Context: an optimization exercise on an open-source flow, tuned for small area, a short achievable clock period and few clock cycles. The choices shown serve that exercise and are no tape-out recipe. The RTL was checked by simulation tests, not by an equivalence proof against the original design.

run 1:
## Milestone1
module Milestone1(
		input  logic        CLOCK_50,
		input  logic        Resetn,
		input  logic        start,
		output logic        finish,
		input  logic [15:0] SRAM_read_data,
		output logic [17:0] SRAM_address,
		output logic [15:0] SRAM_write_data,
		output logic        SRAM_we_n
);
localparam logic [1:0] S_IDLE = 2'd0, S_PRO = 2'd1, S_RUN = 2'd2, S_DONE = 2'd3;
logic [1:0]  state;
logic [3:0]  ph;         
logic [6:0]  kcol;       
logic [15:0] ya;         
logic [16:0] rgb;        
logic [7:0]  wu [0:5];
logic [7:0]  wv [0:5];
logic [7:0]  pu, pv;     
logic [15:0] yw;         
logic [9:0]  vo;         
logic [7:0]  bbuf;       
logic        we;         
assign SRAM_we_n = ~we;
wire run   = (state == S_RUN);
wire pro   = (state == S_PRO);
wire first = (kcol == 7'd0);
wire edge_dup = (kcol >= 7'd78);
logic        fsel_v;     
logic [7:0]  f0, f1, f2, f3, f4, f5;
logic [8:0]  fa, fb, fc;
logic [9:0]  fe1, fe2, fe3;
logic [11:0] fa5;
always_comb begin
	if (fsel_v) begin
		f0 = wv[0]; f1 = wv[1]; f2 = wv[2]; f3 = wv[3]; f4 = wv[4]; f5 = wv[5];
	end else begin
  ...
For scale: roughly 2000 cells after synthesis, roughly 360 flip-flops, about 55 I/O pins, ~0.024 mm^2 of cells after synthesis.
==> flow/config.mk <==
export PLATFORM = sky130hd
export DESIGN_NAME = Milestone1
export DESIGN_NICKNAME = Milestone1
export VERILOG_FILES = /design/flow/design.v
export SDC_FILE = /design/flow/constraint.sdc
export NUM_CORES = 4
export LEC_CHECK = 0
export ABC_CLOCK_PERIOD_IN_PS = 3000
export CAP_MARGIN = 20
export CORE_MARGIN = 2
export CORE_UTILIZATION = 40
export SLEW_MARGIN = 20
export SYNTH_HIERARCHICAL = 1
export SYNTH_MINIMUM_KEEP_SIZE = 0
==> flow/constraint.sdc <==
create_clock -name core_clock -period 11.5 [get_ports {CLOCK_50}]
set_input_delay 2.3000 -clock core_clock [delete_from_list [all_inputs] [get_ports {CLOCK_50}]]
set_output_delay 2.3000 -clock core_clock [all_outputs]
set_load 0.01 [all_outputs]
standard.sh (not shown) runs the stock make flow with config.mk's settings and CLKGATE_MAP_FILE= SYNTH_SCRIPT=/design/flow/synth_recipe.tcl, a recipe that flattens the netlist after the stock synthesis.
==> flow/flow/run.sh <==
#!/bin/bash
# Standard layout (unchanged synthesis), with timing repair aiming for a
# setup slack margin so that the achieved period, not just 11.5 ns, is
# optimised.  Each run writes its full output to a log of its own.
set -euo pipefail
bash standard.sh SETUP_SLACK_MARGIN=7.8 "BUFFER_PORTS_ARGS=-buffer_cell sky130_fd_sc_hd__buf_2" finish > standard.log 2>&1
Testbench counts of run 1, summed over its fixed seeds: cycles 775,684.
Changes in run 2 relative to run 1:
Settings: setting SETUP_SLACK_MARGIN to 5 for the first time; removing ABC_CLOCK_PERIOD_IN_PS (formerly 3000).
==> flow/run.sh (new file) <==
#!/bin/bash
# synth_recipe.tcl (not shown) runs the flow's synth.tcl, then flattens the netlist and writes it again
# the make line also repeats each setting of config.mk as NAME=value (left out here)
make -C /OpenROAD-flow-scripts/flow DESIGN_CONFIG=/design/flow/config.mk WORK_HOME=/design/flow/orfs CLKGATE_MAP_FILE= SYNTH_SCRIPT=/design/flow/synth_recipe.tcl finish
removed: flow/flow/run.sh
removed: flow/standard.sh
--- outcome ---
Going from run 1 to run 2, detailed-route wire length shrinks by 4.3%.
As far as met1 track demand over resource in global routing is concerned, run 2 and run 1 perform about the same.
Compared with run 1, in run 2 share of the core filled with cells shrank by 1.2 points, count of filler cells inserted in the layout now larger.
Run 2 — total area of multi-input combinational cells 2.8% lower, run 1 as reference
Run 2 against run 1: fmax went down, cell area after placement shows an increase of 230 um^2, area added between synthesis and finish shows a reduction of 2.9 points.
Run 2 and run 1 ended up with nearly the same sequential cell area in the final layout.
Setup changes, run 2 to run 3
Settings: GPL_TIMING_DRIVEN newly set to 1; SETUP_SLACK_MARGIN removed (was 5).
==> flow/flow/run.sh (new file) <==
#!/bin/bash
# Standard layout (unchanged synthesis), with timing repair aiming for a
# setup slack margin so that the achieved period, not just 11.5 ns, is
# optimised.  Each run writes its full output to a log of its own.
set -euo pipefail
bash standard.sh SETUP_SLACK_MARGIN=7.8 "BUFFER_PORTS_ARGS=-buffer_cell sky130_fd_sc_hd__buf_2" finish > standard.log 2>&1
==> flow/standard.sh (new file) <==
#!/bin/bash
# synth_recipe.tcl (not shown) runs the flow's synth.tcl, then flattens the netlist and writes it again
# the make line also repeats each setting of config.mk as NAME=value (left out here)
make -C /OpenROAD-flow-scripts/flow DESIGN_CONFIG=/design/flow/config.mk WORK_HOME=/design/flow/orfs CLKGATE_MAP_FILE= SYNTH_SCRIPT=/design/flow/synth_recipe.tcl "${@:-finish}"
removed: flow/run.sh
- The standard cells in run 3 occupy more silicon area than those in run 2 do.
- Reported for run 2 and run 3, layout sequential cell count turned out identical to the last digit.
- Run 3 ends up with a worst setup slack after placement that is 0.20 ns higher than in run 2.
- Summary — sequential share of cell area, run 3 relative to run 2: lower, by 0.78 points.
- Changes observed in run 3 relative to run 2: setup slack of the critical path after layout +0.61 ns; number of violations reported at the end of detailed-routing iteration 0 -113.
- Diff run 2 -> run 3: routed wire length increased 2.3 mm; global-route usage increased 0.47 points.
- Looking at non-filler instance count after layout, run 3 sits about 1.5% above run 2.
Modified inputs, run 4 compared to run 3
Settings: GPL_TIMING_DRIVEN: 1 -> unset.
==> flow/flow/run.sh <==
#!/bin/bash
# Standard layout (unchanged synthesis), with timing repair aiming for a
# setup slack margin so that the achieved period, not just 11.5 ns, is
# optimised.  Each run writes its full output to a log of its own.
set -euo pipefail
bash standard.sh SETUP_SLACK_MARGIN=7.8 finish > standard.log 2>&1
### Flow results
- Run 4 ended up with fe1[8] as its first element of the critical path; run 3 ended up with fe2[6].
- Worst setup slack after layout delta for run 4 relative to run 3: 0.028 ns higher
- Final cell count without fillers essentially unchanged between run 3 and run 4.
- Run 4 — clock buffer and inverter area fraction after layout 0.38 points lower, run 3 as reference
- Between run 4 and run 3, it is run 4 whose post-route clock period utilization is lower, by 0.25 points.

---

Milestone1 again, from the RTL that the note above started with.
Settings: LEC_CHECK=0, CAP_MARGIN=20, CORE_MARGIN=2, CORE_UTILIZATION=40, SLEW_MARGIN=20, SYNTH_HIERARCHICAL=1, SYNTH_MINIMUM_KEEP_SIZE=0; clock period 11.5 ns.
==> flow/flow/run.sh <==
#!/bin/bash
# Standard layout (unchanged synthesis), with timing repair aiming for a
# setup slack margin so that the achieved period, not just 11.5 ns, is
# optimised.  Each run writes its full output to a log of its own.
set -euo pipefail
bash standard.sh SETUP_SLACK_MARGIN=7.4 "BUFFER_PORTS_ARGS=-buffer_cell sky130_fd_sc_hd__buf_2" finish > standard.log 2>&1
Testbench counts at the start, summed over its fixed seeds: cycles 775,684.
==> next run, changes <==
--- a/flow/flow/run.sh
+++ b/flow/flow/run.sh
@@ -6 +6 @@
-bash standard.sh SETUP_SLACK_MARGIN=7.4 "BUFFER_PORTS_ARGS=-buffer_cell sky130_fd_sc_hd__buf_2" finish > standard.log 2>&1
+bash standard.sh SETUP_SLACK_MARGIN=7.8 "BUFFER_PORTS_ARGS=-buffer_cell sky130_fd_sc_hd__buf_2" finish > standard.log 2>&1
- PLACE_DENSITY: not set -> 0.75
The new run ran to the end with no violations.
Global-route usage came out higher by 0.20 points.
Final area came out higher by 2.3%.
Cell count came out higher by 0.98%.
Fmax came out higher by 5.3%.
Via count came out higher by 2.3%.
Wire length came out higher by 2.2%.
Setup slack gains 0.20 ns.
==> next run, changes <==
--- a/flow/flow/run.sh
+++ b/flow/flow/run.sh
@@ -6 +6 @@
-bash standard.sh SETUP_SLACK_MARGIN=7.8 "BUFFER_PORTS_ARGS=-buffer_cell sky130_fd_sc_hd__buf_2" finish > standard.log 2>&1
+bash standard.sh SETUP_SLACK_MARGIN=7.8 finish > standard.log 2>&1
- CTS_BUF_LIST: not set -> sky130_fd_sc_hd__clkbuf_4 sky130_fd_sc_hd__clkbuf_8
- PLACE_DENSITY: 0.75 -> not set
Setup slack improved by 0.078 ns.
Wire length grows by about 3%.
Via count hardly moves.
Design area grows by about 0.8%.
Count of clock-buffer cells in the layout grows by 37.
==> next run, changes <==
==> flow/flow/run.sh (replaced) <==
#!/bin/bash
# Standard layout (unchanged synthesis), with timing repair aiming for a
# setup slack margin so that the achieved period, not just 11.5 ns, is
# optimised, and plain buffers on the ports.  Each run writes its full
# output to a log of its own.
set -euo pipefail
bash standard.sh SETUP_SLACK_MARGIN=8.0 "BUFFER_PORTS_ARGS=-buffer_cell sky130_fd_sc_hd__buf_2" finish > standard.log 2>&1
- CTS_BUF_LIST: sky130_fd_sc_hd__clkbuf_4 sky130_fd_sc_hd__clkbuf_8 -> not set
What happened: Sequential cell count is unchanged. Final area is higher by 3.0%. Worst hold slack gets better by 0.0036 ns.
==> next run, changes <==
==> flow/flow/run.sh (replaced) <==
#!/bin/bash
# Standard layout (unchanged synthesis), with timing repair aiming for a
# setup slack margin so that the achieved period, not just 11.5 ns, is
# optimised.  Each run writes its full output to a log of its own.
set -euo pipefail
bash standard.sh SETUP_SLACK_MARGIN=7.2 "BUFFER_PORTS_ARGS=-buffer_cell sky130_fd_sc_hd__buf_2" finish > standard.log 2>&1
What happened:
- setup slack degrades by 0.41 ns
- sequential cell count stays the same
- routed wire length goes down by a few percent
- utilization goes down by 2.9 points

---

Milestone1 again, from the RTL that the note above started with.
Design Milestone1, start of the top module:
module Milestone1(
		input  logic        CLOCK_50,
		input  logic        Resetn,
		input  logic        start,
		output logic        finish,
		input  logic [15:0] SRAM_read_data,
		output logic [17:0] SRAM_address,
		output logic [15:0] SRAM_write_data,
		output logic        SRAM_we_n
);
==> flow/config.mk <==
export PLATFORM = sky130hd
export DESIGN_NAME = Milestone1
export DESIGN_NICKNAME = Milestone1
export VERILOG_FILES = /design/flow/design.v
export SDC_FILE = /design/flow/constraint.sdc
export NUM_CORES = 4
export LEC_CHECK = 0
export CAP_MARGIN = 20
export CORE_MARGIN = 2
export CORE_UTILIZATION = 40
export SLEW_MARGIN = 20
export SYNTH_HIERARCHICAL = 1
export SYNTH_MINIMUM_KEEP_SIZE = 0
==> flow/constraint.sdc <==
create_clock -name core_clock -period 11.5 [get_ports {CLOCK_50}]
set_input_delay 2.3000 -clock core_clock [delete_from_list [all_inputs] [get_ports {CLOCK_50}]]
set_output_delay 2.3000 -clock core_clock [all_outputs]
set_load 0.01 [all_outputs]
==> flow/flow/run.sh <==
#!/bin/bash
# Standard layout (unchanged synthesis), with timing repair aiming for a
# setup slack margin so that the achieved period, not just 11.5 ns, is
# optimised.  Each run writes its full output to a log of its own.
set -euo pipefail
bash standard.sh SETUP_SLACK_MARGIN=7.8 "BUFFER_PORTS_ARGS=-buffer_cell sky130_fd_sc_hd__buf_2" finish > standard.log 2>&1
Testbench counts at the start, summed over its fixed seeds: cycles 775,684.
==> next run, changes <==
==> flow/flow/run.sh (replaced) <==
#!/bin/bash
# Standard layout (unchanged synthesis), with timing repair aiming for a
# setup slack margin so that the achieved period, not just 11.5 ns, is
# optimised.  Each run writes its full output to a log of its own.
set -euo pipefail
bash standard.sh SETUP_SLACK_MARGIN=7.6 "BUFFER_PORTS_ARGS=-buffer_cell sky130_fd_sc_hd__buf_2" finish > standard.log 2>&1
After rerunning:
- setup slack loses 54 ps
- via count decreases by 1.8%
- register-to-register slack loses 50 ps
- clock skew increases by 14 ps
- utilization decreases by 1.0 points
- count of clock-buffer cells in the layout increases by 9
- hold slack hardly moves
- cell area decreases by 2.2%
- non-clock buffer count decreases by 14

==> port drivers added, routing unchanged <==
How much do the figures lean on ideal ports? The routed layouts below were timed once more, with nothing changed but the port constraints. Step 1 sets driving cells, clkbuf_16 on the clock port and buf_2 on the other inputs (assumed; they add their load-dependent delay and slew). Step 2, shift: input delay + t, output delay - t, t = (earliest + latest rising clock arrival at the registers) / 2. This alone moves slack from input paths to output paths. a / b / c = ideal / step 1 / step 2; a / b = the first two.
| run | t, ns | setup WS [ns] | latest minus earliest clock arrival (ns) |
|---|---|---|---|
| run 1 | 0.635 | 7.812 / 7.812 / 7.812 | 0.028 / 0.029 |
| run 2 | 0.629 | 7.207 / 7.207 / 7.207 | 0.020 / 0.021 |
| run 3 | 0.635 | 7.812 / 7.812 / 7.812 | 0.028 / 0.029 |
| run 4 | 0.635 | 7.840 / 7.840 / 7.586 | 0.028 / 0.028 |
| the first run of note 2 | 0.632 | 7.551 / 7.551 / 7.551 | 0.040 / 0.040 |
| the second run of note 2 | 0.629 | 7.749 / 7.749 / 7.749 | 0.027 / 0.027 |
| the third run of note 2 | 0.681 | 7.827 / 7.827 / 7.570 | 0.039 / 0.039 |
| the fourth run of note 2 | 0.621 | 7.847 / 7.847 / 7.847 | 0.058 / 0.058 |
| the fifth run of note 2 | 0.633 | 7.433 / 7.433 / 7.433 | 0.040 / 0.040 |
| the first run of note 3 | 0.635 | 7.812 / 7.812 / 7.812 | 0.028 / 0.029 |
| the second run of note 3 | 0.631 | 7.758 / 7.758 / 7.758 | 0.039 / 0.039 |
After both steps setup and hold are still met in every run listed. The setup slack of the third run of note 2, which loses most, moves by 0.000 ns with the drivers and by -0.257 ns with both steps.
